Context: an optimization exercise on an open-source flow, tuned for small area and a short achievable clock period. The choices shown serve that exercise and are no tape-out recipe. In this exercise RTL edits were held to simulation tests only and were not proved equivalent to the original. Power figures rest on the tool's default switching activity, not on a simulated workload.

==> module just_add, before the edit <==
module just_add (a, b, sum);
    input  [16:0] a;
    input  [7:0]  b;
    output [16:0] sum;
    wire       sa  = a[16];
    wire       sw  = b[7];
    wire       sub = sa ^ sw;
    wire [6:0] m   = b[6:0];
    wire [8:0] hi  = a[15:7];
    wire [6:0] x   = a[6:0] ^ {7{sub}};
    wire [6:0] g = x & m;
    wire [6:0] p = x ^ m;
    reg [6:0] G, P;
    reg       term;
    integer i, j, k;
    always @(*) begin
        for (i = 0; i < 7; i = i + 1) begin
            G[i] = 1'b0;
            P[i] = 1'b1;
            for (k = 0; k <= i; k = k + 1)
                P[i] = P[i] & p[k];
            for (j = 0; j <= i; j = j + 1) begin
                term = g[j];
                for (k = j + 1; k <= i; k = k + 1)
                    term = term & p[k];
                G[i] = G[i] | term;
            end
        end
    end
    wire [6:0] s0 = p ^ {G[5:0], 1'b0};
    wire [6:0] s1 = p ^ {G[5:0] | P[5:0], 1'b1};
    wire       co = G[6];
    wire [8:0] hi_inc = hi + 9'd1;
    wire [8:0] hi_dec = hi - 9'd1;
    wire       hz     = ~|hi;
    wire       ltm    = sub & hz & co;                        
    wire       eq     = sub & hz & P[6];                      
    wire [8:0] hi_co  = sub ? (hz ? hi : hi_dec) : hi_inc;    
    wire [6:0] lo = ltm ? s1 : (s0 ^ {7{sub}});
    wire [8:0] hn = co ? hi_co : hi;
    wire       s  = ltm ? sw : (sa & ~eq);
    assign sum = {s, hn, lo};
endmodule
==> module compute_in_memory, before the edit <==
module compute_in_memory(clk, reset, ld_en, ld_weight, eff_tag, aff_tag, read_en, swap, fifo_empty, busy, req_deq, fired_tag, i_tag, i_out, state_out);
    input clk, reset, swap, fifo_empty, read_en, ld_en;
    input [3:0] fired_tag, i_tag, eff_tag, aff_tag;
    input [7:0] ld_weight;
    output req_deq, busy;
    output [1:0] state_out;
    output [16:0] i_out;
    localparam WAIT_TAG = 2'b00, FETCH_WEIGHT = 2'b01, COMPUTE_I_NEXT = 2'b11, SWAP = 2'b10;
    reg [1:0]  st;
    reg        acc_e;        
    reg        acc_o;        
    reg [15:0] sel_e;        
    reg [15:0] sel_o;        
    reg        busy_r, req_r;
    reg [15:0] rd_oh;        
    reg [16:0] i_out_reg;
    reg [16:0] i_next [0:15];
    reg [16:0] i      [0:15];
    reg [7:0]  w      [0:255];
    assign state_out = st;
    assign req_deq   = req_r;
    assign busy      = busy_r;
    assign i_out     = i_out_reg;
    wire go       = !reset && !ld_en;
    wire do_even  = go && (st == FETCH_WEIGHT);
    wire do_swap  = go && (st == SWAP);
    wire ld_tag   = go && !fifo_empty && (st == WAIT_TAG || st == COMPUTE_I_NEXT);
    reg [1:0] st_nx;
    always @(*) begin
        st_nx = st;
        if (reset)
            st_nx = WAIT_TAG;
        else if (!ld_en) begin
            case (st)
                WAIT_TAG:       st_nx = !fifo_empty ? FETCH_WEIGHT : (swap ? SWAP : WAIT_TAG);
                FETCH_WEIGHT:   st_nx = COMPUTE_I_NEXT;
                COMPUTE_I_NEXT: st_nx = !fifo_empty ? FETCH_WEIGHT : WAIT_TAG;
                SWAP:           st_nx = WAIT_TAG;
            endcase
        end
    end
    always @(posedge clk) begin
        st     <= st_nx;
        busy_r <= (st_nx != WAIT_TAG);
        req_r  <= (st_nx == FETCH_WEIGHT);
    end
    always @(posedge clk) begin
        acc_e  <= do_even;
        acc_o  <= !reset && acc_e;
    end
    integer t;
    always @(posedge clk) begin
        if (ld_tag) begin
            for (t = 0; t < 16; t = t + 1)
                sel_e[t] <= (fired_tag == t);
        end else if (do_even)
            sel_e <= 16'd0;
        sel_o <= do_even ? sel_e : 16'd0;
    end
    wire [7:0] wdata = ld_weight & {8{!reset}};
    genvar r, c;
    generate
        for (r = 0; r < 16; r = r + 1) begin : wrow
            wire row_we = ld_en && (eff_tag == r);
            for (c = 0; c < 16; c = c + 1) begin : wcol
                wire we = reset || (row_we && (aff_tag == c));
                always @(posedge clk)
                    if (we) w[16*r+c] <= wdata;
            end
        end
    endgenerate
        generate
        for (c = 0; c < 8; c = c + 1) begin : col
            reg [7:0] rowv;
            reg [7:0] row_h;
            integer k;
            always @(*) begin
                rowv = 8'd0;
                for (k = 0; k < 16; k = k + 1)
                    rowv = rowv | (w[16*k+2*c] & {8{sel_e[k]}}) | (w[16*k+2*c+1] & {8{sel_o[k]}});
            end
            always @(posedge clk)
                row_h <= rowv;
            wire [16:0] acc;
            just_add u_add (.a(i_next[2*c]), .b(row_h), .sum(acc));
            always @(posedge clk) begin
                if (reset) begin
                    i_next[2*c]   <= 17'd0;
                    i_next[2*c+1] <= 17'd0;
                    i[2*c]        <= 17'd0;
                    i[2*c+1]      <= 17'd0;
                end else if (acc_e || acc_o) begin
                    i_next[2*c]   <= i_next[2*c+1];
                    i_next[2*c+1] <= acc;
                end else if (do_swap) begin
                    i_next[2*c]   <= {i_next[2*c][16], 1'b0, i_next[2*c][15:1]};
                    i_next[2*c+1] <= {i_next[2*c+1][16], 1'b0, i_next[2*c+1][15:1]};
                    i[2*c]        <= i_next[2*c];
                    i[2*c+1]      <= i_next[2*c+1];
                end
            end
        end
    endgenerate
    reg [16:0] iv;
    integer q;
    always @(*) begin
        iv = 17'd0;
        for (q = 0; q < 16; q = q + 1)
            iv = iv | (i[q] & {17{rd_oh[q]}});
    end
    always @(posedge clk) begin
        if (reset) begin
            rd_oh     <= 16'd1;
            i_out_reg <= i[0];
        end else begin
            if (read_en)
                for (q = 0; q < 16; q = q + 1)
                    rd_oh[q] <= (i_tag == q);
            i_out_reg <= iv;
        end
    end
endmodule
clock: 7.0 ns
lec_check: 0
cap_margin: 20
core_margin: 2
core_utilization: 40
setup_slack_margin: 4.2
slew_margin: 20
tns_end_percent: 20
run.sh (not shown) runs the stock make flow with config.mk's settings and CLKGATE_MAP_FILE= SYNTH_SCRIPT=/design/flow/synth_recipe.tcl, a recipe that flattens the netlist after the stock synthesis.
==> next run, changes <==
--- a/flow/design.v
+++ b/flow/design.v
@@ -31,15 +31,16 @@
     wire [6:0] s1 = p ^ {G[5:0] | P[5:0], 1'b1};
     wire       co = G[6];
     wire [8:0] hi_inc = hi + 9'd1;
     wire [8:0] hi_dec = hi - 9'd1;
     wire       hz     = ~|hi;
-    wire       ltm    = sub & hz & co;                        
-    wire       eq     = sub & hz & P[6];                      
-    wire [8:0] hi_co  = sub ? (hz ? hi : hi_dec) : hi_inc;    
-    wire [6:0] lo = ltm ? s1 : (s0 ^ {7{sub}});
-    wire [8:0] hn = co ? hi_co : hi;
+    wire ltm = sub & hz & co;            
+    wire eq  = sub & hz & P[6];          
+    wire inc = ~sub & co;
+    wire dec = sub & co & ~hz;
+    wire [6:0] lo = ~sub ? s0 : (hz & co ? s1 : ~s0);
+    wire [8:0] hn = inc ? hi_inc : (dec ? hi_dec : hi);
     wire       s  = ltm ? sw : (sa & ~eq);
     assign sum = {s, hn, lo};
 endmodule
 module compute_in_memory(clk, reset, ld_en, ld_weight, eff_tag, aff_tag, read_en, swap, fifo_empty, busy, req_deq, fired_tag, i_tag, i_out, state_out);
     input clk, reset, swap, fifo_empty, read_en, ld_en;
@@ -122,26 +123,32 @@
                 for (k = 0; k < 16; k = k + 1)
                     rowv = rowv | (w[16*k+2*c] & {8{sel_e[k]}}) | (w[16*k+2*c+1] & {8{sel_o[k]}});
             end
             always @(posedge clk)
                 row_h <= rowv;
+            wire [16:0] opnd = acc_o ? i_next[2*c+1] : i_next[2*c];
             wire [16:0] acc;
-            just_add u_add (.a(i_next[2*c]), .b(row_h), .sum(acc));
+            just_add u_add (.a(opnd), .b(row_h), .sum(acc));
             always @(posedge clk) begin
                 if (reset) begin
                     i_next[2*c]   <= 17'd0;
                     i_next[2*c+1] <= 17'd0;
                     i[2*c]        <= 17'd0;
                     i[2*c+1]      <= 17'd0;
-                end else if (acc_e || acc_o) begin
-                    i_next[2*c]   <= i_next[2*c+1];
-                    i_next[2*c+1] <= acc;
-                end else if (do_swap) begin
-                    i_next[2*c]   <= {i_next[2*c][16], 1'b0, i_next[2*c][15:1]};
-                    i_next[2*c+1] <= {i_next[2*c+1][16], 1'b0, i_next[2*c+1][15:1]};
-                    i[2*c]        <= i_next[2*c];
-                    i[2*c+1]      <= i_next[2*c+1];
+                end else begin
+                    if (acc_e)
+                        i_next[2*c] <= acc;
+                    else if (do_swap)
+                        i_next[2*c] <= {i_next[2*c][16], 1'b0, i_next[2*c][15:1]};
+                    if (acc_o)
+                        i_next[2*c+1] <= acc;
+                    else if (do_swap)
+                        i_next[2*c+1] <= {i_next[2*c+1][16], 1'b0, i_next[2*c+1][15:1]};
+                    if (do_swap) begin
+                        i[2*c]   <= i_next[2*c];
+                        i[2*c+1] <= i_next[2*c+1];
+                    end
                 end
             end
         end
     endgenerate
     reg [16:0] iv;
Outcome:
- The new run went through all stages and came out clean
- setup slack got worse by 0.67 ns
- sequential power stays flat
- non-clock buffer count climbs by 299
- synthesized area climbs by about 1.6%
- via count climbs by about 6%
- clock power climbs by about 4%
- total power climbs by 4.8%
- wire length climbs by 6.1%
- clock-buffer cell count drops by 33
- cell area climbs by about 6%
- flip-flop and latch count stays the same
- synthesized cell count climbs by 3.5%
- global-route usage climbs by 1.1 points

## static timing again, ports no longer ideal
How much do the figures lean on ideal ports? The routed layouts below were timed once more, with nothing changed but the port constraints.
Step 1, drivers: a clkbuf_16 drives clk and a buf_2 each remaining input, both assumed.
Step 2 times the ports against the registers' clock, not the clock port: input delays grow and output delays shrink by t, the midpoint of the rising clock arrivals with the driver on.
a / b / c = ideal / step 1 / step 2; a / b = the first two.
run | shift t [ns] | setup WS [ns] | worst hold slack (ns) | worst register clock-pin slew, ns
the first run | 1.017 | 4.037 / 3.867 / 2.850 | 0.452 / 0.452 / 0.452 | 0.07 / 0.07
the second run | 0.958 | 3.362 / 3.362 / 2.836 | 0.450 / 0.450 / 0.450 | 0.07 / 0.07
After both steps setup and hold are still met in every run listed. The setup slack of the first run, which loses most, moves by -0.170 ns with the drivers and by -1.187 ns with both steps.
